Source: an optimization exercise on an open RTL-to-GDS flow (aim: small area, a short achievable clock period and few clock cycles). Production flows keep margins and buffers that such runs may drop. In this exercise RTL edits were held to simulation tests only and were not proved equivalent to the original. Power figures rest on the tool's default switching activity, not on a simulated workload.

**flow/config.mk**
```make
export PLATFORM = sky130hd
export DESIGN_NAME = gpu
export DESIGN_NICKNAME = gpu
export VERILOG_FILES = /design/flow/design.v
export SDC_FILE = /design/flow/constraint.sdc
export NUM_CORES = 8
export LEC_CHECK = 0
export CAP_MARGIN = 20
export CORE_MARGIN = 2
export CORE_UTILIZATION = 30
export SLEW_MARGIN = 20
```
**flow/constraint.sdc**
```tcl
create_clock -name core_clock -period 14.0 [get_ports {clk}]
set_input_delay 2.8000 -clock core_clock [delete_from_list [all_inputs] [get_ports {clk}]]
set_output_delay 2.8000 -clock core_clock [all_outputs]
set_load 0.01 [all_outputs]
```
**flow/run.sh**
```bash
#!/bin/bash
# synth_recipe.tcl (not shown) runs the flow's synth.tcl, then flattens the netlist and writes it again
# the make line also repeats each setting of config.mk as NAME=value (left out here)
make -C /OpenROAD-flow-scripts/flow DESIGN_CONFIG=/design/flow/config.mk WORK_HOME=/design/flow/orfs CLKGATE_MAP_FILE= SYNTH_SCRIPT=/design/flow/synth_recipe.tcl finish
```
**flow/design.v**
```verilog
`default_nettype none
`timescale 1ns/1ns
module dcr (
    input wire clk,
    input wire reset,
    input wire device_control_write_enable,
    input wire [7:0] device_control_data,
    output wire [7:0] thread_count
);
    reg [7:0] device_conrol_register;
    assign thread_count = device_conrol_register[7:0];
    always @(posedge clk) begin
        if (reset) begin
            device_conrol_register <= 8'b0;
        end else begin
            if (device_control_write_enable) begin 
                device_conrol_register <= device_control_data;
            end
        end
    end
endmodule
`default_nettype none
`timescale 1ns/1ns
module controller #(
    parameter ADDR_BITS = 8,
    parameter DATA_BITS = 16,
    parameter NUM_CONSUMERS = 4,  
    parameter NUM_CHANNELS = 1,   
    parameter WRITE_ENABLE = 1    
) (
    input wire clk,
    input wire reset,
    input wire [NUM_CONSUMERS-1:0] consumer_read_valid,
    input wire [NUM_CONSUMERS-1:0][ADDR_BITS-1:0] consumer_read_address,
    output reg [NUM_CONSUMERS-1:0] consumer_read_ready,
    output reg [NUM_CONSUMERS-1:0][DATA_BITS-1:0] consumer_read_data,
    input wire [NUM_CONSUMERS-1:0] consumer_write_valid,
    input wire [NUM_CONSUMERS-1:0][ADDR_BITS-1:0] consumer_write_address,
    input wire [NUM_CONSUMERS-1:0][DATA_BITS-1:0] consumer_write_data,
    output reg [NUM_CONSUMERS-1:0] consumer_write_ready,
    output reg [NUM_CHANNELS-1:0] mem_read_valid,
    output reg [NUM_CHANNELS-1:0][ADDR_BITS-1:0] mem_read_address,
    input wire [NUM_CHANNELS-1:0] mem_read_ready,
    input wire [NUM_CHANNELS-1:0][DATA_BITS-1:0] mem_read_data,
    output reg [NUM_CHANNELS-1:0] mem_write_valid,
    output reg [NUM_CHANNELS-1:0][ADDR_BITS-1:0] mem_write_address,
    output reg [NUM_CHANNELS-1:0][DATA_BITS-1:0] mem_write_data,
    input wire [NUM_CHANNELS-1:0] mem_write_ready
);
    localparam IDLE = 3'b000, 
        READ_WAITING = 3'b010, 
        WRITE_WAITING = 3'b011,
        READ_RELAYING = 3'b100,
        WRITE_RELAYING = 3'b101;
    reg [NUM_CHANNELS-1:0][2:0] controller_state;
    reg [NUM_CHANNELS-1:0][$clog2(NUM_CONSUMERS)-1:0] current_consumer;
    reg [NUM_CONSUMERS-1:0] consumer_being_served;
    reg [$clog2(NUM_CONSUMERS):0] selected_consumer [NUM_CHANNELS-1:0];
    integer ch, j;
    always @(*) begin
        for (ch = 0; ch < NUM_CHANNELS; ch = ch + 1) begin
            selected_consumer[ch] = NUM_CONSUMERS;  
            for (j = NUM_CONSUMERS - 1; j >= 0; j = j - 1) begin
                if ((j % NUM_CHANNELS) == ch &&
                    (consumer_read_valid[j] || consumer_write_valid[j]) && !consumer_being_served[j]) begin
                    selected_consumer[ch] = j;
                end
            end
        end
    end
    integer i;
    always @(posedge clk) begin
        if (reset) begin 
            mem_read_valid <= 0;
            mem_read_address <= '0;
            mem_write_valid <= 0;
            mem_write_address <= '0;
            mem_write_data <= '0;
            consumer_read_ready <= 0;
            consumer_read_data <= '0;
            consumer_write_ready <= 0;
            current_consumer <= '0;
            controller_state <= '0;
            consumer_being_served <= 0;
        end else begin 
            for (i = 0; i < NUM_CHANNELS; i = i + 1) begin 
                case (controller_state[i])
                    IDLE: begin
                        if (selected_consumer[i] < NUM_CONSUMERS) begin
                            consumer_being_served[selected_consumer[i][$clog2(NUM_CONSUMERS)-1:0]] <= 1;
                            current_consumer[i] <= selected_consumer[i][$clog2(NUM_CONSUMERS)-1:0];
                            if (consumer_read_valid[selected_consumer[i][$clog2(NUM_CONSUMERS)-1:0]]) begin
                                mem_read_valid[i] <= 1;
                                mem_read_address[i] <= consumer_read_address[selected_consumer[i][$clog2(NUM_CONSUMERS)-1:0]];
                                controller_state[i] <= READ_WAITING;
                            end else begin
                                mem_write_valid[i] <= 1;
                                mem_write_address[i] <= consumer_write_address[selected_consumer[i][$clog2(NUM_CONSUMERS)-1:0]];
                                mem_write_data[i] <= consumer_write_data[selected_consumer[i][$clog2(NUM_CONSUMERS)-1:0]];
                                controller_state[i] <= WRITE_WAITING;
                            end
                        end
                    end
                    READ_WAITING: begin
                        if (mem_read_ready[i]) begin 
                            mem_read_valid[i] <= 0;
                            consumer_read_ready[current_consumer[i]] <= 1;
                            consumer_read_data[current_consumer[i]] <= mem_read_data[i];
                            controller_state[i] <= READ_RELAYING;
                        end
                    end
                    WRITE_WAITING: begin 
                        if (mem_write_ready[i]) begin 
                            mem_write_valid[i] <= 0;
                            consumer_write_ready[current_consumer[i]] <= 1;
                            controller_state[i] <= WRITE_RELAYING;
                        end
                    end
                    READ_RELAYING: begin
                        if (!consumer_read_valid[current_consumer[i]]) begin 
                            consumer_being_served[current_consumer[i]] <= 0;
                            consumer_read_ready[current_consumer[i]] <= 0;
                            controller_state[i] <= IDLE;
                        end
                    end
                    WRITE_RELAYING: begin 
                        if (!consumer_write_valid[current_consumer[i]]) begin 
                            consumer_being_served[current_consumer[i]] <= 0;
                            consumer_write_ready[current_consumer[i]] <= 0;
                            controller_state[i] <= IDLE;
                        end
                    end
                endcase
            end
        end
    end
endmodule
`default_nettype none
`timescale 1ns/1ns
module dispatch #(
    parameter NUM_CORES = 2,
    parameter THREADS_PER_BLOCK = 4
) (
    input wire clk,
    input wire reset,
    input wire start,
    input wire [7:0] thread_count,
    input wire [NUM_CORES-1:0] core_done,
    output reg [NUM_CORES-1:0] core_start,
    output reg [NUM_CORES-1:0] core_reset,
    output reg [NUM_CORES-1:0][7:0] core_block_id,
    output reg [NUM_CORES-1:0][$clog2(THREADS_PER_BLOCK):0] core_thread_count,
    output reg done
);
    wire [7:0] total_blocks;
    assign total_blocks = (thread_count + THREADS_PER_BLOCK - 1) / THREADS_PER_BLOCK;
    reg [7:0] blocks_dispatched;
    reg [7:0] blocks_done;
    reg start_execution;
    integer i;
    reg [7:0] cores_completing;
    always @(*) begin
        cores_completing = 0;
        for (i = 0; i < NUM_CORES; i = i + 1) begin
            if (core_start[i] && core_done[i]) begin
                cores_completing = cores_completing + 1;
            end
        end
    end
    reg [NUM_CORES-1:0] should_dispatch;
    reg [7:0] dispatch_block_id [NUM_CORES-1:0];
    reg [7:0] total_dispatching;
    always @(*) begin
        total_dispatching = 0;
        for (i = 0; i < NUM_CORES; i = i + 1) begin
            should_dispatch[i] = 0;
            dispatch_block_id[i] = 0;
            if (core_reset[i] && !core_start[i] && ((blocks_dispatched + total_dispatching) < total_blocks)) begin
                should_dispatch[i] = 1;
                dispatch_block_id[i] = blocks_dispatched + total_dispatching;
                total_dispatching = total_dispatching + 1;
            end
        end
    end
    always @(posedge clk) begin
        if (reset) begin
            done <= 1'b0;
            blocks_dispatched <= 8'b0;
            blocks_done <= 8'b0;
            start_execution <= 1'b0;
            for (i = 0; i < NUM_CORES; i = i + 1) begin
                core_start[i] <= 1'b0;
                core_reset[i] <= 1'b1;
                core_block_id[i] <= 8'b0;
                core_thread_count[i] <= THREADS_PER_BLOCK;
            end
        end else if (start) begin
            if (!start_execution) begin
                start_execution <= 1'b1;
            end
            blocks_done <= blocks_done + cores_completing;
            blocks_dispatched <= blocks_dispatched + total_dispatching;
            for (i = 0; i < NUM_CORES; i = i + 1) begin
                if (should_dispatch[i]) begin
                    core_reset[i] <= 1'b0;
                    core_start[i] <= 1'b1;
                    core_block_id[i] <= dispatch_block_id[i];
                    if (dispatch_block_id[i] == total_blocks - 1) begin
                        core_thread_count[i] <= thread_count - (dispatch_block_id[i] * THREADS_PER_BLOCK);
                    end else begin
                        core_thread_count[i] <= THREADS_PER_BLOCK;
                    end
                end
                else if (core_start[i] && core_done[i]) begin
                    core_reset[i] <= 1'b1;
                    core_start[i] <= 1'b0;
                end
            end
            if ((blocks_done + cores_completing) >= total_blocks && total_blocks > 0) begin
                done <= 1'b1;
            end
        end
    end
endmodule
`default_nettype none
`timescale 1ns/1ns
module alu (
    input wire clk,
    input wire reset,
    input wire enable,  
    input wire [2:0] core_state,
    input wire [1:0] decoded_alu_arithmetic_mux,
    input wire decoded_alu_output_mux,
    input wire [7:0] rs,
    input wire [7:0] rt,
    output wire [7:0] alu_out
);
    localparam ADD = 2'b00,
        SUB = 2'b01,
        MUL = 2'b10,
        DIV = 2'b11;
    reg [7:0] alu_out_reg;
    assign alu_out = alu_out_reg;
    always @(posedge clk) begin 
        if (reset) begin 
            alu_out_reg <= 8'b0;
        end else if (enable) begin
            if (core_state == 3'b101) begin 
                if (decoded_alu_output_mux == 1) begin 
                    alu_out_reg <= {5'b0, (rs > rt), (rs == rt), (rs < rt)};
                end else begin 
                    case (decoded_alu_arithmetic_mux)
                        ADD: begin 
                            alu_out_reg <= rs + rt;
                        end
                        SUB: begin 
                            alu_out_reg <= rs - rt;
                        end
                        MUL: begin 
                            alu_out_reg <= rs * rt;
                        end
                        DIV: begin 
                            alu_out_reg <= (rt == 8'd0) ? 8'hFF : rs / rt;   
                        end
                    endcase
                end
            end
        end
    end
endmodule
`default_nettype none
`timescale 1ns/1ns
module lsu (
    input wire clk,
    input wire reset,
    input wire enable,  
    input wire [2:0] core_state,
    input wire decoded_mem_read_enable,
    input wire decoded_mem_write_enable,
    input wire [7:0] rs,
    input wire [7:0] rt,
    output reg mem_read_valid,
    output reg [7:0] mem_read_address,
    input wire mem_read_ready,
    input wire [7:0] mem_read_data,
    output reg mem_write_valid,
    output reg [7:0] mem_write_address,
    output reg [7:0] mem_write_data,
    input wire mem_write_ready,
    output reg [1:0] lsu_state,
    output reg [7:0] lsu_out
);
    localparam IDLE = 2'b00, REQUESTING = 2'b01, WAITING = 2'b10, DONE = 2'b11;
    always @(posedge clk) begin
        if (reset) begin
            lsu_state <= IDLE;
            lsu_out <= 0;
            mem_read_valid <= 0;
            mem_read_address <= 0;
            mem_write_valid <= 0;
            mem_write_address <= 0;
            mem_write_data <= 0;
        end else if (enable) begin
            if (decoded_mem_read_enable) begin 
                case (lsu_state)
                    IDLE: begin
                        if (core_state == 3'b011) begin 
                            lsu_state <= REQUESTING;
                        end
                    end
                    REQUESTING: begin 
                        mem_read_valid <= 1;
                        mem_read_address <= rs;
                        lsu_state <= WAITING;
                    end
                    WAITING: begin
                        if (mem_read_ready == 1) begin
                            mem_read_valid <= 0;
                            lsu_out <= mem_read_data;
                            lsu_state <= DONE;
                        end
                    end
                    DONE: begin 
                        if (core_state == 3'b110) begin 
                            lsu_state <= IDLE;
                        end
                    end
                endcase
            end
            if (decoded_mem_write_enable) begin 
                case (lsu_state)
                    IDLE: begin
                        if (core_state == 3'b011) begin 
                            lsu_state <= REQUESTING;
                        end
                    end
                    REQUESTING: begin 
                        mem_write_valid <= 1;
                        mem_write_address <= rs;
                        mem_write_data <= rt;
                        lsu_state <= WAITING;
                    end
                    WAITING: begin
                        if (mem_write_ready) begin
                            mem_write_valid <= 0;
                            lsu_state <= DONE;
                        end
                    end
                    DONE: begin 
                        if (core_state == 3'b110) begin 
                            lsu_state <= IDLE;
                        end
                    end
                endcase
            end
        end
    end
endmodule
`default_nettype none
`timescale 1ns/1ns
module pc #(
    parameter DATA_MEM_DATA_BITS = 8,
    parameter PROGRAM_MEM_ADDR_BITS = 8
) (
    input wire clk,
    input wire reset,
    input wire enable,  
    input wire [2:0] core_state,
    input wire [2:0] decoded_nzp,
    input wire [DATA_MEM_DATA_BITS-1:0] decoded_immediate,
    input wire decoded_nzp_write_enable,
    input wire [1:0] decoded_pc_mux,   
    input wire [DATA_MEM_DATA_BITS-1:0] alu_out,
    input wire [DATA_MEM_DATA_BITS-1:0] rs_value,
    input wire [PROGRAM_MEM_ADDR_BITS-1:0] current_pc,
    output reg [PROGRAM_MEM_ADDR_BITS-1:0] next_pc
);
    reg [2:0] nzp;
    always @(posedge clk) begin
        if (reset) begin
            nzp <= 3'b0;
            next_pc <= 0;
        end else if (enable) begin
            if (core_state == 3'b101) begin 
                case (decoded_pc_mux)
                    2'd0: begin
                        next_pc <= current_pc + 1;
                    end
                    2'd1: begin
                        if ((nzp & decoded_nzp) != 3'b0) begin 
                            next_pc <= decoded_immediate;
                        end else begin 
                            next_pc <= current_pc + 1;
                        end
                    end
                    2'd2: begin
                        next_pc <= rs_value;
                    end
                    default: begin
                        next_pc <= current_pc + 1;
                    end
                endcase
            end   
            if (core_state == 3'b110) begin 
                if (decoded_nzp_write_enable) begin
                    nzp[2] <= alu_out[2];
                    nzp[1] <= alu_out[1];
                    nzp[0] <= alu_out[0];
                end
            end      
        end
    end
endmodule
`default_nettype none
`timescale 1ns/1ns
module registers #(
    parameter THREADS_PER_BLOCK = 4,
    parameter THREAD_ID = 0,
    parameter DATA_BITS = 8
) (
    input wire clk,
    input wire reset,
    input wire enable,  
    input wire [7:0] block_id,
    input wire [2:0] core_state,
    input wire [3:0] decoded_rd_address,
    input wire [3:0] decoded_rs_address,
    input wire [3:0] decoded_rt_address,
    input wire decoded_reg_write_enable,
    input wire [1:0] decoded_reg_input_mux,
    input wire [DATA_BITS-1:0] decoded_immediate,
    input wire [DATA_BITS-1:0] alu_out,
    input wire [DATA_BITS-1:0] lsu_out,
    input wire [DATA_BITS-1:0] smem_out,   
    output reg [7:0] rs,
    output reg [7:0] rt
);
    localparam ARITHMETIC = 2'b00,
        MEMORY = 2'b01,
        CONSTANT = 2'b10,
        SMEM = 2'b11;        
    reg [7:0] registers[15:0];
    always @(posedge clk) begin
        if (reset) begin
            rs <= 0;
            rt <= 0;
            registers[0] <= 8'b0;
            registers[1] <= 8'b0;
            registers[2] <= 8'b0;
            registers[3] <= 8'b0;
            registers[4] <= 8'b0;
            registers[5] <= 8'b0;
            registers[6] <= 8'b0;
            registers[7] <= 8'b0;
            registers[8] <= 8'b0;
            registers[9] <= 8'b0;
            registers[10] <= 8'b0;
            registers[11] <= 8'b0;
            registers[12] <= 8'b0;
            registers[13] <= 8'b0;               
            registers[14] <= THREADS_PER_BLOCK;  
            registers[15] <= THREAD_ID;          
        end else if (enable) begin 
            registers[13] <= block_id;  
            if (core_state == 3'b011) begin 
                rs <= registers[decoded_rs_address];
                rt <= registers[decoded_rt_address];
            end
            if (core_state == 3'b110) begin 
                if (decoded_reg_write_enable && decoded_rd_address < 13) begin
                    case (decoded_reg_input_mux)
                        ARITHMETIC: begin 
                            registers[decoded_rd_address] <= alu_out;
                        end
                        MEMORY: begin 
                            registers[decoded_rd_address] <= lsu_out;
                        end
                        CONSTANT: begin 
                            registers[decoded_rd_address] <= decoded_immediate;
                        end
                        SMEM: begin
                            registers[decoded_rd_address] <= smem_out;
                        end
                    endcase
                end
            end
        end
    end
endmodule
`default_nettype none
`timescale 1ns/1ns
module simt_stack #(
    parameter THREADS_PER_BLOCK = 4,
    parameter STACK_DEPTH = 2,
    parameter PC_BITS = 8
) (
    input  wire clk,
    input  wire reset,
    input  wire push,
    input  wire pop,
    input  wire [PC_BITS-1:0]           push_pc,
    input  wire [THREADS_PER_BLOCK-1:0] push_mask,
    input  wire [PC_BITS-1:0]           push_reconvpc,
    output wire [PC_BITS-1:0]           tos_pc,
    output wire [THREADS_PER_BLOCK-1:0] tos_mask,
    output wire [PC_BITS-1:0]           tos_reconvpc,
    output wire empty,
    output wire full
);
    reg [PC_BITS-1:0]           stack_pc      [STACK_DEPTH-1:0];
    reg [THREADS_PER_BLOCK-1:0] stack_mask    [STACK_DEPTH-1:0];
    reg [PC_BITS-1:0]           stack_reconvpc[STACK_DEPTH-1:0];
    reg [$clog2(STACK_DEPTH):0] sp;
    assign empty = (sp == 0);
    assign full  = (sp == STACK_DEPTH);
    assign tos_pc       = empty ? {PC_BITS{1'b0}}           : stack_pc[sp-1];
    assign tos_mask     = empty ? {THREADS_PER_BLOCK{1'b1}} : stack_mask[sp-1];
    assign tos_reconvpc = empty ? {PC_BITS{1'b1}}           : stack_reconvpc[sp-1];
    integer i;
    always @(posedge clk) begin
        if (reset) begin
            sp <= 0;
            for (i = 0; i < STACK_DEPTH; i = i + 1) begin
                stack_pc[i]       <= 0;
                stack_mask[i]     <= {THREADS_PER_BLOCK{1'b1}};
                stack_reconvpc[i] <= {PC_BITS{1'b1}};
            end
        end else begin
            if (push && !full) begin
                stack_pc[sp]       <= push_pc;
                stack_mask[sp]     <= push_mask;
                stack_reconvpc[sp] <= push_reconvpc;
                sp <= sp + 1;
            end else if (pop && !empty) begin
                sp <= sp - 1;
            end
        end
    end
endmodule
`default_nettype none
`timescale 1ns/1ns
module shared_memory #(
    parameter ADDR_BITS = 8,
    parameter DATA_BITS = 8,
    parameter SIZE = 256,   
    parameter THREADS_PER_BLOCK = 4
) (
    input wire clk,
    input wire reset,
    input wire read_enable,
    input wire [ADDR_BITS-1:0] read_addr,
    output reg [DATA_BITS-1:0] read_data,
    input wire write_enable,
    input wire [ADDR_BITS-1:0] write_addr,
    input wire [DATA_BITS-1:0] write_data
);
    reg [DATA_BITS-1:0] mem [SIZE-1:0];
    integer i;
    always @(posedge clk) begin
        if (reset) begin
            for (i = 0; i < SIZE; i = i + 1) begin
                mem[i] <= 0;
            end
            read_data <= 0;
        end else begin
            if (write_enable) begin
                mem[write_addr] <= write_data;
            end
            if (read_enable) begin
                read_data <= mem[read_addr];
            end
        end
    end
endmodule
`default_nettype none
`timescale 1ns/1ns
module icache #(
    parameter CACHE_LINES = 16,
    parameter ADDR_BITS = 8,
    parameter DATA_BITS = 16
) (
    input  wire clk,
    input  wire reset,
    input  wire                  fetch_valid,
    input  wire [ADDR_BITS-1:0]  fetch_pc,
    output reg                   fetch_ready,
    output reg  [DATA_BITS-1:0]  fetch_instruction,
    output reg                   mem_read_valid,
    output reg  [ADDR_BITS-1:0]  mem_read_address,
    input  wire                  mem_read_ready,
    input  wire [DATA_BITS-1:0]  mem_read_data
);
localparam IDLE  = 2'b00;
localparam CHECK = 2'b01;
localparam FETCH = 2'b10;
reg [1:0] state;
reg [DATA_BITS-1:0] cache_data  [CACHE_LINES-1:0];
reg [3:0]           cache_tag   [CACHE_LINES-1:0];
reg                 cache_valid [CACHE_LINES-1:0];
wire [3:0] index = fetch_pc[3:0];
wire [3:0] tag   = fetch_pc[7:4];
wire hit = cache_valid[index] && (cache_tag[index] == tag);  
integer i;
always @(posedge clk) begin
    if (reset) begin
        state <= IDLE;
        fetch_ready <= 0;
        fetch_instruction <= 0;
        mem_read_valid <= 0;
        mem_read_address <= 0;
        for (i = 0; i < CACHE_LINES; i = i + 1) begin
            cache_valid[i] <= 0;
            cache_tag[i] <= 0;
            cache_data[i] <= 0;
        end
    end else begin
        fetch_ready <= 0;
        case (state)
            IDLE: begin
                if (fetch_valid) begin
                    state <= CHECK;
                end
            end
            CHECK: begin
                if (hit) begin
                    fetch_instruction <= cache_data[index];
                    fetch_ready <= 1;
                    state <= IDLE;
                end else begin
                    mem_read_valid <= 1;
                    mem_read_address <= fetch_pc;
                    state <= FETCH; 
                end
            end
            FETCH: begin
                if (mem_read_ready) begin
                    cache_data[index] <= mem_read_data;
                    cache_tag[index] <= tag;
                    cache_valid[index] <= 1;
                    fetch_instruction <= mem_read_data;
                    fetch_ready <= 1;
                    mem_read_valid <= 0;
                    state <= IDLE;
                end
            end
            default: state <= IDLE;
        endcase
    end
end
endmodule
`default_nettype none
`timescale 1ns/1ns
module fetcher #(
    parameter PROGRAM_MEM_ADDR_BITS = 8,
    parameter PROGRAM_MEM_DATA_BITS = 16
) (
    input wire clk,
    input wire reset,
    input wire [2:0] core_state,
    input wire [7:0] current_pc,
    output wire mem_read_valid,
    output wire [PROGRAM_MEM_ADDR_BITS-1:0] mem_read_address,
    input wire mem_read_ready,
    input wire [PROGRAM_MEM_DATA_BITS-1:0] mem_read_data,
    output reg [2:0] fetcher_state,
    output reg [PROGRAM_MEM_DATA_BITS-1:0] instruction
);
    localparam IDLE     = 3'b000;
    localparam FETCHING = 3'b001;
    localparam FETCHED  = 3'b010;
    reg cache_request;
    wire cache_ready;
    wire [PROGRAM_MEM_DATA_BITS-1:0] cache_instruction;
    icache #(
        .CACHE_LINES(16),
        .ADDR_BITS(PROGRAM_MEM_ADDR_BITS),
        .DATA_BITS(PROGRAM_MEM_DATA_BITS)
    ) icache_inst (
        .clk(clk),
        .reset(reset),
        .fetch_valid(cache_request),
        .fetch_pc(current_pc),
        .fetch_ready(cache_ready),
        .fetch_instruction(cache_instruction),
        .mem_read_valid(mem_read_valid),
        .mem_read_address(mem_read_address),
        .mem_read_ready(mem_read_ready),
        .mem_read_data(mem_read_data)
    );
    always @(posedge clk) begin
        if (reset) begin
            fetcher_state <= IDLE;
            cache_request <= 0;
            instruction <= {PROGRAM_MEM_DATA_BITS{1'b0}};
        end else begin
            case (fetcher_state)
                IDLE: begin
                    if (core_state == 3'b001) begin
                        fetcher_state <= FETCHING;
                        cache_request <= 1;
                    end
                end
                FETCHING: begin
                    cache_request <= 0;   
                    if (cache_ready) begin
                        fetcher_state <= FETCHED;
                        instruction <= cache_instruction;
                    end
                end
                FETCHED: begin
                    if (core_state == 3'b010) begin 
                        fetcher_state <= IDLE;
                    end
                end
                default: fetcher_state <= IDLE;
            endcase
        end
    end
endmodule
`default_nettype none
`timescale 1ns/1ns
module decoder (
    input wire clk,
    input wire reset,
    input wire [2:0] core_state,
    input wire [15:0] instruction,
    output reg [3:0] decoded_rd_address,
    output reg [3:0] decoded_rs_address,
    output reg [3:0] decoded_rt_address,
    output reg [2:0] decoded_nzp,
    output reg [7:0] decoded_immediate,
    output reg decoded_reg_write_enable,            
    output reg decoded_mem_read_enable,             
    output reg decoded_mem_write_enable,            
    output reg decoded_nzp_write_enable,            
    output reg [1:0] decoded_reg_input_mux,         
    output reg [1:0] decoded_alu_arithmetic_mux,    
    output reg decoded_alu_output_mux,              
    output reg [1:0] decoded_pc_mux,                
    output reg decoded_smem_read_enable,            
    output reg decoded_smem_write_enable,           
    output reg decoded_ret,
    output reg decoded_reconv
);
    localparam NOP = 4'b0000,
        BRnzp = 4'b0001,
        CMP = 4'b0010,
        ADD = 4'b0011,
        SUB = 4'b0100,
        MUL = 4'b0101,
        DIV = 4'b0110,
        LDR = 4'b0111,
        STR = 4'b1000,
        CONST = 4'b1001,
        JMP = 4'b1010,
        RECONV = 4'b1011,
        LDS = 4'b1100,       
        STS = 4'b1101,       
        RET = 4'b1111;
    always @(posedge clk) begin 
        if (reset) begin 
            decoded_rd_address <= 0;
            decoded_rs_address <= 0;
            decoded_rt_address <= 0;
            decoded_immediate <= 0;
            decoded_nzp <= 0;
            decoded_reg_write_enable <= 0;
            decoded_mem_read_enable <= 0;
            decoded_mem_write_enable <= 0;
            decoded_nzp_write_enable <= 0;
            decoded_reg_input_mux <= 0;
            decoded_alu_arithmetic_mux <= 0;
            decoded_alu_output_mux <= 0;
            decoded_pc_mux <= 0;
            decoded_smem_read_enable <= 0;
            decoded_smem_write_enable <= 0;
            decoded_ret <= 0;
            decoded_reconv <= 0;
        end else begin 
            if (core_state == 3'b010) begin 
                decoded_rd_address <= instruction[11:8];
                decoded_rs_address <= instruction[7:4];
                decoded_rt_address <= instruction[3:0];
                decoded_immediate <= instruction[7:0];
                decoded_nzp <= instruction[11:9];
                decoded_reg_write_enable <= 0;
                decoded_mem_read_enable <= 0;
                decoded_mem_write_enable <= 0;
                decoded_nzp_write_enable <= 0;
                decoded_reg_input_mux <= 0;
                decoded_alu_arithmetic_mux <= 0;
                decoded_alu_output_mux <= 0;
                decoded_pc_mux <= 0;
                decoded_smem_read_enable <= 0;
                decoded_smem_write_enable <= 0;
                decoded_ret <= 0;
                decoded_reconv <= 0;
                case (instruction[15:12])
                    NOP: begin 
                    end
                    BRnzp: begin 
                        decoded_pc_mux <= 1;
                    end
                    CMP: begin 
                        decoded_alu_output_mux <= 1;
                        decoded_nzp_write_enable <= 1;
                    end
                    ADD: begin 
                        decoded_reg_write_enable <= 1;
                        decoded_reg_input_mux <= 2'b00;
                        decoded_alu_arithmetic_mux <= 2'b00;
                    end
                    SUB: begin 
                        decoded_reg_write_enable <= 1;
                        decoded_reg_input_mux <= 2'b00;
                        decoded_alu_arithmetic_mux <= 2'b01;
                    end
                    MUL: begin 
                        decoded_reg_write_enable <= 1;
                        decoded_reg_input_mux <= 2'b00;
                        decoded_alu_arithmetic_mux <= 2'b10;
                    end
                    DIV: begin 
                        decoded_reg_write_enable <= 1;
                        decoded_reg_input_mux <= 2'b00;
                        decoded_alu_arithmetic_mux <= 2'b11;
                    end
                    LDR: begin 
                        decoded_reg_write_enable <= 1;
                        decoded_reg_input_mux <= 2'b01;
                        decoded_mem_read_enable <= 1;
                    end
                    STR: begin 
                        decoded_mem_write_enable <= 1;
                    end
                    CONST: begin 
                        decoded_reg_write_enable <= 1;
                        decoded_reg_input_mux <= 2'b10;
                    end
                    JMP: begin
                        decoded_pc_mux <= 2;   
                    end
                    RET: begin 
                        decoded_ret <= 1;
                    end
                    RECONV: begin
                        decoded_reconv <= 1;
                    end
                    LDS: begin
                        decoded_reg_write_enable <= 1;
                        decoded_reg_input_mux <= 2'b11;   
                        decoded_smem_read_enable <= 1;
                    end
                    STS: begin
                        decoded_smem_write_enable <= 1;
                    end
                endcase
            end
        end
    end
endmodule
`default_nettype none
`timescale 1ns/1ns
module scheduler #(
    parameter THREADS_PER_BLOCK = 4,
    parameter PROGRAM_MEM_ADDR_BITS = 8
) (
    input wire clk,
    input wire reset,
    input wire start,
    input wire [$clog2(THREADS_PER_BLOCK):0] thread_count,
    input wire decoded_mem_read_enable,
    input wire decoded_mem_write_enable,
    input wire decoded_ret,
    input wire [1:0] decoded_pc_mux,  
    input wire decoded_reconv,        
    input wire [2:0] fetcher_state,
    input wire [THREADS_PER_BLOCK-1:0][1:0] lsu_state,
    output reg [PROGRAM_MEM_ADDR_BITS-1:0] current_pc,
    input wire [THREADS_PER_BLOCK-1:0][PROGRAM_MEM_ADDR_BITS-1:0] next_pc,
    output reg [THREADS_PER_BLOCK-1:0] active_mask,
    output reg [2:0] core_state,
    output reg done
);
    localparam IDLE = 3'b000,     
               FETCH = 3'b001,    
               DECODE = 3'b010,   
               REQUEST = 3'b011,  
               WAIT = 3'b100,     
               EXECUTE = 3'b101,  
               UPDATE = 3'b110,   
               DONE = 3'b111;     
    reg simt_push, simt_pop;
    reg [PROGRAM_MEM_ADDR_BITS-1:0] simt_push_pc;
    reg [THREADS_PER_BLOCK-1:0]     simt_push_mask;
    reg [PROGRAM_MEM_ADDR_BITS-1:0] simt_push_reconvpc;
    wire [PROGRAM_MEM_ADDR_BITS-1:0] simt_tos_pc;
    wire [THREADS_PER_BLOCK-1:0]     simt_tos_mask;
    wire [PROGRAM_MEM_ADDR_BITS-1:0] simt_tos_reconvpc;
    wire simt_empty, simt_full;
    simt_stack #(
        .THREADS_PER_BLOCK(THREADS_PER_BLOCK),
        .STACK_DEPTH(2),
        .PC_BITS(PROGRAM_MEM_ADDR_BITS)
    ) stack (
        .clk(clk),
        .reset(reset),
        .push(simt_push),
        .pop(simt_pop),
        .push_pc(simt_push_pc),
        .push_mask(simt_push_mask),
        .push_reconvpc(simt_push_reconvpc),
        .tos_pc(simt_tos_pc),
        .tos_mask(simt_tos_mask),
        .tos_reconvpc(simt_tos_reconvpc),
        .empty(simt_empty),
        .full(simt_full)
    );
    reg [THREADS_PER_BLOCK-1:0] taken_mask;
    reg [THREADS_PER_BLOCK-1:0] not_taken_mask;
    reg [PROGRAM_MEM_ADDR_BITS-1:0] branch_target;
    reg [PROGRAM_MEM_ADDR_BITS-1:0] fallthrough_pc;
    reg is_divergent;
    integer i;
    reg [THREADS_PER_BLOCK-1:0] live_mask;
    always @(*) begin
        for (i = 0; i < THREADS_PER_BLOCK; i = i + 1) begin
            live_mask[i] = active_mask[i] && (i < thread_count);
        end
    end
    always @(*) begin
        taken_mask = {THREADS_PER_BLOCK{1'b0}};
        not_taken_mask = {THREADS_PER_BLOCK{1'b0}};
        branch_target = next_pc[0];
        fallthrough_pc = current_pc + 1;
        is_divergent = 1'b0;
        for (i = 0; i < THREADS_PER_BLOCK; i = i + 1) begin
            if (live_mask[i]) begin
                if (next_pc[i] != fallthrough_pc) begin
                    taken_mask[i] = 1'b1;
                    branch_target = next_pc[i];   
                end else begin
                    not_taken_mask[i] = 1'b1;
                end
            end
        end
        is_divergent = (taken_mask != 0) && (not_taken_mask != 0);
    end
    always @(posedge clk) begin 
        simt_push <= 1'b0;
        simt_pop <= 1'b0;
        if (reset) begin
            current_pc <= 0;
            core_state <= IDLE;
            done <= 0;
            active_mask <= {THREADS_PER_BLOCK{1'b1}};  
        end else begin 
            case (core_state)
                IDLE: begin
                    if (start) begin 
                        core_state <= FETCH;
                        active_mask <= {THREADS_PER_BLOCK{1'b1}};  
                    end
                end
                FETCH: begin 
                    if (fetcher_state == 3'b010) begin 
                        core_state <= DECODE;
                    end
                end
                DECODE: begin
                    core_state <= REQUEST;
                end
                REQUEST: begin 
                    core_state <= WAIT;
                end
                WAIT: begin
                    reg any_lsu_waiting;
                    any_lsu_waiting = 1'b0;
                    for (i = 0; i < THREADS_PER_BLOCK; i = i + 1) begin
                        if (live_mask[i] && (lsu_state[i] == 2'b01 || lsu_state[i] == 2'b10)) begin
                            any_lsu_waiting = 1'b1;
                        end
                    end
                    if (!any_lsu_waiting) begin
                        core_state <= EXECUTE;
                    end
                end
                EXECUTE: begin
                    core_state <= UPDATE;
                end
                UPDATE: begin 
                    if (decoded_ret) begin 
                        if (simt_empty) begin
                            done <= 1;
                            core_state <= DONE;
                        end else begin
                            simt_pop <= 1'b1;
                            current_pc <= simt_tos_pc;
                            active_mask <= simt_tos_mask;
                            core_state <= FETCH;
                        end
                    end else begin
                        if (decoded_pc_mux == 2'd1 && is_divergent && !simt_full) begin
                            simt_push <= 1'b1;
                            simt_push_pc <= fallthrough_pc;
                            simt_push_mask <= not_taken_mask;
                            simt_push_reconvpc <= (branch_target > fallthrough_pc) ? 
                                                  branch_target + 8'd5 : fallthrough_pc + 8'd5;
                            current_pc <= branch_target;
                            active_mask <= taken_mask;
                            core_state <= FETCH;
                        end
                        else if (decoded_reconv) begin
                            if (!simt_empty) begin
                                simt_pop <= 1'b1;
                                current_pc <= simt_tos_pc;   
                                active_mask <= simt_tos_mask;   
                                core_state <= FETCH;
                            end else begin
                                current_pc <= current_pc + 1;
                                active_mask <= {THREADS_PER_BLOCK{1'b1}};   
                                core_state <= FETCH;
                            end
                        end
                        else begin
                            for (i = 0; i < THREADS_PER_BLOCK; i = i + 1) begin
                                if (live_mask[i]) begin
                                    current_pc <= next_pc[i];
                                end
                            end
                            core_state <= FETCH;
                        end
                    end
                end
                DONE: begin 
                end
            endcase
        end
    end
endmodule
`default_nettype none
`timescale 1ns/1ns
module core #(
    parameter DATA_MEM_ADDR_BITS = 8,
    parameter DATA_MEM_DATA_BITS = 8,
    parameter PROGRAM_MEM_ADDR_BITS = 8,
    parameter PROGRAM_MEM_DATA_BITS = 16,
    parameter THREADS_PER_BLOCK = 4
) (
    input wire clk,
    input wire reset,
    input wire start,
    output wire done,
    input wire [7:0] block_id,
    input wire [$clog2(THREADS_PER_BLOCK):0] thread_count,
    output reg program_mem_read_valid,
    output reg [PROGRAM_MEM_ADDR_BITS-1:0] program_mem_read_address,
    input wire program_mem_read_ready,
    input wire [PROGRAM_MEM_DATA_BITS-1:0] program_mem_read_data,
    output reg [THREADS_PER_BLOCK-1:0] data_mem_read_valid,
    output reg [THREADS_PER_BLOCK-1:0][DATA_MEM_ADDR_BITS-1:0] data_mem_read_address,
    input wire [THREADS_PER_BLOCK-1:0] data_mem_read_ready,
    input wire [THREADS_PER_BLOCK-1:0][DATA_MEM_DATA_BITS-1:0] data_mem_read_data,
    output reg [THREADS_PER_BLOCK-1:0] data_mem_write_valid,
    output reg [THREADS_PER_BLOCK-1:0][DATA_MEM_ADDR_BITS-1:0] data_mem_write_address,
    output reg [THREADS_PER_BLOCK-1:0][DATA_MEM_DATA_BITS-1:0] data_mem_write_data,
    input wire [THREADS_PER_BLOCK-1:0] data_mem_write_ready
);
    reg [2:0] core_state;
    reg [2:0] fetcher_state;
    reg [15:0] instruction;
    reg [7:0] current_pc;
    wire [THREADS_PER_BLOCK-1:0][7:0] next_pc;
    wire [THREADS_PER_BLOCK-1:0][7:0] rs;
    wire [THREADS_PER_BLOCK-1:0][7:0] rt;
    wire [THREADS_PER_BLOCK-1:0][1:0] lsu_state;
    wire [THREADS_PER_BLOCK-1:0][7:0] lsu_out;
    wire [THREADS_PER_BLOCK-1:0][7:0] alu_out;
    wire [THREADS_PER_BLOCK-1:0] active_mask;
    wire [THREADS_PER_BLOCK-1:0] thread_enable;
    genvar j;
    generate
        for (j = 0; j < THREADS_PER_BLOCK; j = j + 1) begin : enable_gen
            assign thread_enable[j] = (j < thread_count) && active_mask[j];
        end
    endgenerate
    wire [3:0] decoded_rd_address;
    wire [3:0] decoded_rs_address;
    wire [3:0] decoded_rt_address;
    wire [2:0] decoded_nzp;
    wire [7:0] decoded_immediate;
    wire decoded_reg_write_enable;            
    wire decoded_mem_read_enable;             
    wire decoded_mem_write_enable;            
    wire decoded_nzp_write_enable;            
    wire [1:0] decoded_reg_input_mux;         
    wire [1:0] decoded_alu_arithmetic_mux;    
    wire decoded_alu_output_mux;              
    wire [1:0] decoded_pc_mux;                
    wire decoded_ret;
    wire decoded_reconv;                       
    wire decoded_smem_read_enable;
    wire decoded_smem_write_enable;
    wire [DATA_MEM_DATA_BITS-1:0] smem_read_data;
    wire smem_active = (decoded_smem_read_enable || decoded_smem_write_enable) && 
                       (core_state == 3'b101 || core_state == 3'b110);   
    wire [DATA_MEM_ADDR_BITS-1:0] smem_addr = smem_active ? rs[0] : 8'b0;
    wire [DATA_MEM_DATA_BITS-1:0] smem_wdata = smem_active ? rt[0] : 8'b0;
    fetcher #(
        .PROGRAM_MEM_ADDR_BITS(PROGRAM_MEM_ADDR_BITS),
        .PROGRAM_MEM_DATA_BITS(PROGRAM_MEM_DATA_BITS)
    ) fetcher_instance (
        .clk(clk),
        .reset(reset),
        .core_state(core_state),
        .current_pc(current_pc),
        .mem_read_valid(program_mem_read_valid),
        .mem_read_address(program_mem_read_address),
        .mem_read_ready(program_mem_read_ready),
        .mem_read_data(program_mem_read_data),
        .fetcher_state(fetcher_state),
        .instruction(instruction) 
    );
    decoder decoder_instance (
        .clk(clk),
        .reset(reset),
        .core_state(core_state),
        .instruction(instruction),
        .decoded_rd_address(decoded_rd_address),
        .decoded_rs_address(decoded_rs_address),
        .decoded_rt_address(decoded_rt_address),
        .decoded_nzp(decoded_nzp),
        .decoded_immediate(decoded_immediate),
        .decoded_reg_write_enable(decoded_reg_write_enable),
        .decoded_mem_read_enable(decoded_mem_read_enable),
        .decoded_mem_write_enable(decoded_mem_write_enable),
        .decoded_nzp_write_enable(decoded_nzp_write_enable),
        .decoded_reg_input_mux(decoded_reg_input_mux),
        .decoded_alu_arithmetic_mux(decoded_alu_arithmetic_mux),
        .decoded_alu_output_mux(decoded_alu_output_mux),
        .decoded_pc_mux(decoded_pc_mux),
        .decoded_smem_read_enable(decoded_smem_read_enable),
        .decoded_smem_write_enable(decoded_smem_write_enable),
        .decoded_ret(decoded_ret),
        .decoded_reconv(decoded_reconv)
    );
    shared_memory #(
        .ADDR_BITS(DATA_MEM_ADDR_BITS),
        .DATA_BITS(DATA_MEM_DATA_BITS),
        .SIZE(256),
        .THREADS_PER_BLOCK(THREADS_PER_BLOCK)
    ) shared_memory_instance (
        .clk(clk),
        .reset(reset),
        .read_enable(decoded_smem_read_enable && core_state == 3'b101),   
        .read_addr(smem_addr),
        .read_data(smem_read_data),
        .write_enable(decoded_smem_write_enable && core_state == 3'b110),  
        .write_addr(smem_addr),
        .write_data(smem_wdata)
    );
    scheduler #(
        .THREADS_PER_BLOCK(THREADS_PER_BLOCK),
        .PROGRAM_MEM_ADDR_BITS(PROGRAM_MEM_ADDR_BITS)
    ) scheduler_instance (
        .clk(clk),
        .reset(reset),
        .start(start),
        .thread_count(thread_count),
        .fetcher_state(fetcher_state),
        .core_state(core_state),
        .decoded_mem_read_enable(decoded_mem_read_enable),
        .decoded_mem_write_enable(decoded_mem_write_enable),
        .decoded_ret(decoded_ret),
        .decoded_pc_mux(decoded_pc_mux),
        .decoded_reconv(decoded_reconv),
        .lsu_state(lsu_state),
        .current_pc(current_pc),
        .next_pc(next_pc),
        .active_mask(active_mask),
        .done(done)
    );
    genvar i;
    generate
        for (i = 0; i < THREADS_PER_BLOCK; i = i + 1) begin : threads
            alu alu_instance (
                .clk(clk),
                .reset(reset),
                .enable(thread_enable[i]),
                .core_state(core_state),
                .decoded_alu_arithmetic_mux(decoded_alu_arithmetic_mux),
                .decoded_alu_output_mux(decoded_alu_output_mux),
                .rs(rs[i]),
                .rt(rt[i]),
                .alu_out(alu_out[i])
            );
            lsu lsu_instance (
                .clk(clk),
                .reset(reset),
                .enable(thread_enable[i]),
                .core_state(core_state),
                .decoded_mem_read_enable(decoded_mem_read_enable),
                .decoded_mem_write_enable(decoded_mem_write_enable),
                .mem_read_valid(data_mem_read_valid[i]),
                .mem_read_address(data_mem_read_address[i]),
                .mem_read_ready(data_mem_read_ready[i]),
                .mem_read_data(data_mem_read_data[i]),
                .mem_write_valid(data_mem_write_valid[i]),
                .mem_write_address(data_mem_write_address[i]),
                .mem_write_data(data_mem_write_data[i]),
                .mem_write_ready(data_mem_write_ready[i]),
                .rs(rs[i]),
                .rt(rt[i]),
                .lsu_state(lsu_state[i]),
                .lsu_out(lsu_out[i])
            );
            registers #(
                .THREADS_PER_BLOCK(THREADS_PER_BLOCK),
                .THREAD_ID(i),
                .DATA_BITS(DATA_MEM_DATA_BITS)
            ) register_instance (
                .clk(clk),
                .reset(reset),
                .enable(thread_enable[i]),
                .block_id(block_id),
                .core_state(core_state),
                .decoded_reg_write_enable(decoded_reg_write_enable),
                .decoded_reg_input_mux(decoded_reg_input_mux),
                .decoded_rd_address(decoded_rd_address),
                .decoded_rs_address(decoded_rs_address),
                .decoded_rt_address(decoded_rt_address),
                .decoded_immediate(decoded_immediate),
                .alu_out(alu_out[i]),
                .lsu_out(lsu_out[i]),
                .smem_out(smem_read_data),   
                .rs(rs[i]),
                .rt(rt[i])
            );
            pc #(
                .DATA_MEM_DATA_BITS(DATA_MEM_DATA_BITS),
                .PROGRAM_MEM_ADDR_BITS(PROGRAM_MEM_ADDR_BITS)
            ) pc_instance (
                .clk(clk),
                .reset(reset),
                .enable(thread_enable[i]),
                .core_state(core_state),
                .decoded_nzp(decoded_nzp),
                .decoded_immediate(decoded_immediate),
                .decoded_nzp_write_enable(decoded_nzp_write_enable),
                .decoded_pc_mux(decoded_pc_mux),
                .alu_out(alu_out[i]),
                .rs_value(rs[i]),
                .current_pc(current_pc),
                .next_pc(next_pc[i])
            );
        end
    endgenerate
endmodule
`default_nettype none
`timescale 1ns/1ns
module gpu #(
    parameter DATA_MEM_ADDR_BITS = 8,         
    parameter DATA_MEM_DATA_BITS = 8,         
    parameter DATA_MEM_NUM_CHANNELS = 4,      
    parameter PROGRAM_MEM_ADDR_BITS = 8,      
    parameter PROGRAM_MEM_DATA_BITS = 16,     
    parameter PROGRAM_MEM_NUM_CHANNELS = 1,   
    parameter NUM_CORES = 2,                  
    parameter THREADS_PER_BLOCK = 4           
) (
    input wire clk,
    input wire reset,
    input wire start,
    output wire done,
    input wire device_control_write_enable,
    input wire [7:0] device_control_data,  
    output wire [PROGRAM_MEM_NUM_CHANNELS-1:0] program_mem_read_valid,
    output wire [PROGRAM_MEM_NUM_CHANNELS*PROGRAM_MEM_ADDR_BITS-1:0] program_mem_read_address,
    input wire [PROGRAM_MEM_NUM_CHANNELS-1:0] program_mem_read_ready,
    input wire [PROGRAM_MEM_NUM_CHANNELS*PROGRAM_MEM_DATA_BITS-1:0] program_mem_read_data,
    output wire [DATA_MEM_NUM_CHANNELS-1:0] data_mem_read_valid,
    output wire [DATA_MEM_NUM_CHANNELS*DATA_MEM_ADDR_BITS-1:0] data_mem_read_address,
    input wire [DATA_MEM_NUM_CHANNELS-1:0] data_mem_read_ready,
    input wire [DATA_MEM_NUM_CHANNELS*DATA_MEM_DATA_BITS-1:0] data_mem_read_data,
    output wire [DATA_MEM_NUM_CHANNELS-1:0] data_mem_write_valid,
    output wire [DATA_MEM_NUM_CHANNELS*DATA_MEM_ADDR_BITS-1:0] data_mem_write_address,
    output wire [DATA_MEM_NUM_CHANNELS*DATA_MEM_DATA_BITS-1:0] data_mem_write_data,
    input wire [DATA_MEM_NUM_CHANNELS-1:0] data_mem_write_ready
);
    wire [7:0] thread_count;
    wire [NUM_CORES-1:0] core_start;
    wire [NUM_CORES-1:0] core_reset;
    wire [NUM_CORES-1:0] core_done_w;
    wire [NUM_CORES-1:0][7:0] core_block_id;
    wire [NUM_CORES-1:0][$clog2(THREADS_PER_BLOCK):0] core_thread_count;
    localparam NUM_LSUS = NUM_CORES * THREADS_PER_BLOCK;
    reg [NUM_LSUS-1:0] lsu_read_valid;
    reg [NUM_LSUS-1:0][DATA_MEM_ADDR_BITS-1:0] lsu_read_address;
    wire [NUM_LSUS-1:0] lsu_read_ready;
    wire [NUM_LSUS-1:0][DATA_MEM_DATA_BITS-1:0] lsu_read_data;
    reg [NUM_LSUS-1:0] lsu_write_valid;
    reg [NUM_LSUS-1:0][DATA_MEM_ADDR_BITS-1:0] lsu_write_address;
    reg [NUM_LSUS-1:0][DATA_MEM_DATA_BITS-1:0] lsu_write_data;
    wire [NUM_LSUS-1:0] lsu_write_ready;
    localparam NUM_FETCHERS = NUM_CORES;
    wire [NUM_FETCHERS-1:0] fetcher_read_valid;
    wire [NUM_FETCHERS-1:0][PROGRAM_MEM_ADDR_BITS-1:0] fetcher_read_address;
    wire [NUM_FETCHERS-1:0] fetcher_read_ready;
    wire [NUM_FETCHERS-1:0][PROGRAM_MEM_DATA_BITS-1:0] fetcher_read_data;
    dcr dcr_instance (
        .clk(clk),
        .reset(reset),
        .device_control_write_enable(device_control_write_enable),
        .device_control_data(device_control_data),
        .thread_count(thread_count)
    );
    controller #(
        .ADDR_BITS(DATA_MEM_ADDR_BITS),
        .DATA_BITS(DATA_MEM_DATA_BITS),
        .NUM_CONSUMERS(NUM_LSUS),
        .NUM_CHANNELS(DATA_MEM_NUM_CHANNELS)
    ) data_memory_controller (
        .clk(clk),
        .reset(reset),
        .consumer_read_valid(lsu_read_valid),
        .consumer_read_address(lsu_read_address),
        .consumer_read_ready(lsu_read_ready),
        .consumer_read_data(lsu_read_data),
        .consumer_write_valid(lsu_write_valid),
        .consumer_write_address(lsu_write_address),
        .consumer_write_data(lsu_write_data),
        .consumer_write_ready(lsu_write_ready),
        .mem_read_valid(data_mem_read_valid),
        .mem_read_address(data_mem_read_address),
        .mem_read_ready(data_mem_read_ready),
        .mem_read_data(data_mem_read_data),
        .mem_write_valid(data_mem_write_valid),
        .mem_write_address(data_mem_write_address),
        .mem_write_data(data_mem_write_data),
        .mem_write_ready(data_mem_write_ready)
    );
    controller #(
        .ADDR_BITS(PROGRAM_MEM_ADDR_BITS),
        .DATA_BITS(PROGRAM_MEM_DATA_BITS),
        .NUM_CONSUMERS(NUM_FETCHERS),
        .NUM_CHANNELS(PROGRAM_MEM_NUM_CHANNELS),
        .WRITE_ENABLE(0)
    ) program_memory_controller (
        .clk(clk),
        .reset(reset),
        .consumer_read_valid(fetcher_read_valid),
        .consumer_read_address(fetcher_read_address),
        .consumer_read_ready(fetcher_read_ready),
        .consumer_read_data(fetcher_read_data),
        .mem_read_valid(program_mem_read_valid),
        .mem_read_address(program_mem_read_address),
        .mem_read_ready(program_mem_read_ready),
        .mem_read_data(program_mem_read_data),
        .consumer_write_valid({NUM_FETCHERS{1'b0}}),
        .consumer_write_address({NUM_FETCHERS*PROGRAM_MEM_ADDR_BITS{1'b0}}),
        .consumer_write_data({NUM_FETCHERS*PROGRAM_MEM_DATA_BITS{1'b0}}),
        .consumer_write_ready(),
        .mem_write_valid(),
        .mem_write_address(),
        .mem_write_data(),
        .mem_write_ready({PROGRAM_MEM_NUM_CHANNELS{1'b0}})
    );
    dispatch #(
        .NUM_CORES(NUM_CORES),
        .THREADS_PER_BLOCK(THREADS_PER_BLOCK)
    ) dispatch_instance (
        .clk(clk),
        .reset(reset),
        .start(start),
        .thread_count(thread_count),
        .core_done(core_done_w),
        .core_start(core_start),
        .core_reset(core_reset),
        .core_block_id(core_block_id),
        .core_thread_count(core_thread_count),
        .done(done)
    );
    wire [NUM_LSUS-1:0] core_lsu_read_valid;
    wire [NUM_LSUS*DATA_MEM_ADDR_BITS-1:0] core_lsu_read_address;
    reg [NUM_LSUS-1:0] core_lsu_read_ready;
    reg [NUM_LSUS*DATA_MEM_DATA_BITS-1:0] core_lsu_read_data;
    wire [NUM_LSUS-1:0] core_lsu_write_valid;
    wire [NUM_LSUS*DATA_MEM_ADDR_BITS-1:0] core_lsu_write_address;
    wire [NUM_LSUS*DATA_MEM_DATA_BITS-1:0] core_lsu_write_data;
    reg [NUM_LSUS-1:0] core_lsu_write_ready;
    genvar i;
    generate
        for (i = 0; i < NUM_CORES; i = i + 1) begin : cores
            genvar j;
            for (j = 0; j < THREADS_PER_BLOCK; j = j + 1) begin
                localparam lsu_index = i * THREADS_PER_BLOCK + j;
                always @(posedge clk) begin 
                    lsu_read_valid[lsu_index] <= core_lsu_read_valid[lsu_index];
                    lsu_read_address[lsu_index] <= core_lsu_read_address[lsu_index*DATA_MEM_ADDR_BITS +: DATA_MEM_ADDR_BITS];
                    lsu_write_valid[lsu_index] <= core_lsu_write_valid[lsu_index];
                    lsu_write_address[lsu_index] <= core_lsu_write_address[lsu_index*DATA_MEM_ADDR_BITS +: DATA_MEM_ADDR_BITS];
                    lsu_write_data[lsu_index] <= core_lsu_write_data[lsu_index*DATA_MEM_DATA_BITS +: DATA_MEM_DATA_BITS];
                    core_lsu_read_ready[lsu_index] <= lsu_read_ready[lsu_index];
                    core_lsu_read_data[lsu_index*DATA_MEM_DATA_BITS +: DATA_MEM_DATA_BITS] <= lsu_read_data[lsu_index];
                    core_lsu_write_ready[lsu_index] <= lsu_write_ready[lsu_index];
                end
            end
            core #(
                .DATA_MEM_ADDR_BITS(DATA_MEM_ADDR_BITS),
                .DATA_MEM_DATA_BITS(DATA_MEM_DATA_BITS),
                .PROGRAM_MEM_ADDR_BITS(PROGRAM_MEM_ADDR_BITS),
                .PROGRAM_MEM_DATA_BITS(PROGRAM_MEM_DATA_BITS),
                .THREADS_PER_BLOCK(THREADS_PER_BLOCK)
            ) core_instance (
                .clk(clk),
                .reset(core_reset[i]),
                .start(core_start[i]),
                .done(core_done_w[i]),
                .block_id(core_block_id[i]),
                .thread_count(core_thread_count[i]),
                .program_mem_read_valid(fetcher_read_valid[i]),
                .program_mem_read_address(fetcher_read_address[i]),
                .program_mem_read_ready(fetcher_read_ready[i]),
                .program_mem_read_data(fetcher_read_data[i]),
                .data_mem_read_valid(core_lsu_read_valid[i*THREADS_PER_BLOCK +: THREADS_PER_BLOCK]),
                .data_mem_read_address(core_lsu_read_address[i*THREADS_PER_BLOCK*DATA_MEM_ADDR_BITS +: THREADS_PER_BLOCK*DATA_MEM_ADDR_BITS]),
                .data_mem_read_ready(core_lsu_read_ready[i*THREADS_PER_BLOCK +: THREADS_PER_BLOCK]),
                .data_mem_read_data(core_lsu_read_data[i*THREADS_PER_BLOCK*DATA_MEM_DATA_BITS +: THREADS_PER_BLOCK*DATA_MEM_DATA_BITS]),
                .data_mem_write_valid(core_lsu_write_valid[i*THREADS_PER_BLOCK +: THREADS_PER_BLOCK]),
                .data_mem_write_address(core_lsu_write_address[i*THREADS_PER_BLOCK*DATA_MEM_ADDR_BITS +: THREADS_PER_BLOCK*DATA_MEM_ADDR_BITS]),
                .data_mem_write_data(core_lsu_write_data[i*THREADS_PER_BLOCK*DATA_MEM_DATA_BITS +: THREADS_PER_BLOCK*DATA_MEM_DATA_BITS]),
                .data_mem_write_ready(core_lsu_write_ready[i*THREADS_PER_BLOCK +: THREADS_PER_BLOCK])
            );
        end
    endgenerate
endmodule
```
==> summary.txt <==
## kinds of logic (layout without fill, tap and decap cells)
kind of cell    after synthesis  in the layout  synth area share [%]
flops                      7241           7241                 57.98
buf+inv                    2931           2749                 3.269
xor+xnor                    349            349                0.9440
fa+ha+maj                   779            779                 3.022
simple gates              12090          12090                 14.39
mux                        2355           2355                 10.05
compound gates             5629           5629                 10.34
other cells                   2            356              0.002141
## layout make-up
cell class | instances | share of cell area [%]
Inverter | 454 | 0.4401
Timing Repair Buffer | 927 | 1.984
Tap cell | 15560 | 4.927
Clock buffer | 969 | 5.187
Sequential cell | 7241 | 51.48
Multi-Input combinational cell | 21330 | 34.86
Clock inverter | 399 | 0.9786
Antenna cell | 228 | 0.1444
## metrics by stage
| stage | power, mW | worst slack (ns) | util (%) | cell area [um^2] |
|---|---|---|---|---|
| 2_1_floorplan | 32.67 | 2.220 | - | 351200 |
| 3_3_place_gp | 34.75 | 0.7380 | 31.70 | 369900 |
| 3_5_place_dp | 35.07 | 0.7688 | 31.71 | 370000 |
| 4_1_cts | 55.15 | 0.6859 | 33.80 | 394400 |
| 5_1_grt | 56.69 | 0.002812 | 33.85 | 395000 |
| 6_report | 55.08 | 1.177 | 33.87 | 395200 |
## per-layer routing
metal  track usage (%)  wire (um)  share of wire (%)
met5                 0        422              0.032
met2             33.20     590900                 45
met3             4.688     133800                 10
met1             26.80     489500                 37
met4             13.40      95040                7.3
## critical path: cells and delay by family, from the launching register on
kind / cells / cell delay [ns]
buffers and inverters: 2 / 0.39
AOI/OAI and AO/OA: 40 / 7.97
DFF: 1 / 0.38
and+or+nand+nor: 7 / 1.37
muxes: 1 / 0.36
adders and majority gates: 7 / 2.18
## Yosys cell counts, types with 34 or more instances
cell          n
nand2b_1    107
clkbuf_1   1881
nand2_1    2817
o2111ai_1    43
o22ai_1     122
a222oi_1     61
a221oi_1    325
inv_1       435
ha_1        664
nor4_1       72
mux2_2      263
nor2_1     7026
or3_1       144
xnor2_1     208
o221ai_1    187
dfxtp_1    1409
mux4_2      908
a31oi_1     108
o21a_1      192
a21oi_1    1991
buf_2       290
a21o_1      204
a22o_1       64
a22oi_1     175
a221o_1      34
o211ai_1    175
fa_1        114
nor2b_1     113
nor3_1      466
and3_1      233
o21ai_0     874
a311oi_1     47
buf_1       287
nand3_1     185
edfxtp_1   5832
and2_1      700
a211oi_1    635
nand4_1      91
mux2i_1    1184
o21bai_1     43
o31ai_1      70
xor2_1      118
## where the power goes
part	total (mW)	switching, mW	internal (mW)	leakage, nW
combinational	5.61	3.89	1.72	44.0
clock	20.4	8.91	11.5	11.9
sequential	29.1	1.25	27.8	77.3
total	55.1	14.1	41.0	133
## worst min-delay path by stage
stage	slack, ns	startpoint	endpoint
after floorplan	0.32	data_memory_controller.consumer_read_ready[4]$_SDFF_PP0_	core_lsu_read_ready[4]$_DFF_P_
after global placement	0.33	flop	lsu_write_address[40]$_DFF_P_
after detailed placement	0.33	flop	lsu_write_data[1]$_DFF_P_
after CTS	0.28	flop	lsu_write_address[39]$_DFF_P_
after global routing	0.28	flop	lsu_write_address[39]$_DFF_P_
final	0.31	flop	lsu_write_address[39]$_DFF_P_
## layout by cell type, fill, tap and decap left out, drive strengths merged, types with 214 or more instances in the layout
cell	instances
diode	228
nand2	2818
and3	233
buf	744
a211oi	635
clkbuf	971
clkinv	313
dfxtp	1409
ha	664
and2	701
mux2	263
nor3	481
inv	459
a221oi	325
a21oi	1991
mux2i	1184
o21ai	895
mux4	908
edfxtp	5832
nor2	7030
xnor2	214
## what timing repair did
action | in CTS | in global routing
buffers inserted | 0 | 6
gates resized for setup | 0 | 4
endpoints found under the setup margin | 0 | 3
==> qor.yml <==
drt:
  route.detailed.wl_per_inst_um: 27.80
  viasPerCell: 5.571
  drt_iter0_drc: 34470
  wirelength_mm: 1310
  drc: 0
  dr.pass1.iters: 9
  antenna_left: 0
  num_vias: 262400
sta:
  finalCriticalPeriod_ns: 12.82
  finalSetupViolCount: 0
  whs_ns: 0.3052
  period_share_pct: 91.59
  tightest_slew_ns: 1.298
  fin_setup_tns_ns: 0
  slew_violations: 0
  rsz0062_at_grt: "false"
  clock_skew_ns: 0.1204
  maxSlewHeadroom_pct: 13.49
  fmax_ghz: 0.07799
  hold_violations: 0
finish:
  fin_nets: 31560
  drive_above_1_share_pct: 10.78
  reg_top3: "cores.core_instance.shared_memory_instance.mem (4096), cores.core_instance.threads.register_instance.registers (1024), cores.core_instance.fetcher_instance.icache_inst.cache_data (512)"
  regArea_mm2: 0.2035
  largest_register_ffs: 4096
  multiInputGateArea_mm2: 0.1378
  fin_cells: 47110
  fillers: 115200
  area_delta_synth_final_pct: 12.68
  top_register: "cores.core_instance.shared_memory_instance.mem"
global_route:
  grt_pass1_vias: 249800
  antenna_found_initial: 163
  grt_overflow: 0
  grt_pass1_wl_mm: 1844
  grt_max_degree: 168
  track_usage_pct: 21.26
place:
  port_buffers: 182
  place_congestion: 0.9612
  post-dp-hpwl_mm: 878.1
  place_inst: 45500
yosys:
  synth_ff_type: "edfxtp_1"
  synth_top_area_cell: "edfxtp_1"
  syn_area_per_cell_um2: 11.18
  synthTopCellsByArea: "edfxtp_1, dfxtp_1, nor2_1"
  yosysUniqueCellTypes: 116
  yosysWarnings: 21
  ys_seq_area_share_pct: 57.98
  netlist.area_leader.share_pct: 49.94
  synth-edff-count: 5832
  synthArstFlopShare_pct: 0
  ys_ff_latch: 7241
  netlist_area_mm2: 0.3507
  netlist_instances: 31370
clocking:
  ctsLongestPathBuffers: 5
  cts_buffers: 760
  htree_levels: 6
  cts_hold_buf: 0
  path_clk_slew_ns: 0.07
  cts_root_buf: "clkbuf_16"
  clk_latency_ns: 1.13
  cts_sinks: 7241
  cts_tree: "done"
worst_setup_path:
  crit_path_max_fanout: 11
  crit_path_frequent_cell: "o21a_1"
  worstPathRequired_ns: 14.92
  path_class: "flop to flop"
  crit_path_end_kind: "flop"
  r2r_cells: 57
  critPathArrivalTime_ns: 13.75
  cp_slowest_cell: "or4_1"
  slowest_delay_ns: 0.69
  r2r_setup_slack_ns: 1.18
  start_kind: "flop"
floorplan:
  initial_utilization_pct: 30.06
  fp.dieW_mm: 1.085
  io_pins: 183
  die_area_mm2: 1.178
  die_h_mm: 1.085
  core_region_area_mm2: 1.167
  rows: 397
run_status:
  status: "timing/DRC/antenna clean"
worst_hold_path:
  hold_depth: 0
  hp-class: "flop to flop"
power_and_ir_drop:
  vdd_drop_max_mv: 0.1063
  p_leak_nw: 133.2
  powerDensity_mw_per_mm2: 139.4
run:
  max-cap-violations: 0
Testbench counts, summed over its fixed seeds: cycles 106,284.

[separate check: timing with driven ports]
The flow's constraints put no driver on any port. The routed layout listed below was extracted and timed again, unchanged, in two steps. Step 1: set_driving_cell puts a clkbuf_16 on clk and a buf_2 on each other input, an assumption about the parent block. Step 2 times the ports against the registers' clock, not the clock port: input delays grow and output delays shrink by t, the midpoint of the rising clock arrivals with the driver on. Three values: ideal, step 1, step 2; two values: the first two.
shift t [ns]: 1.194
setup WS [ns]: 1.177 / 1.177 / 1.177
cell pins on the clock port's net: 1
After both steps this run still meets setup and hold. For this run, drivers alone change the setup slack by 0.000 ns; drivers and shift together by 0.000 ns.
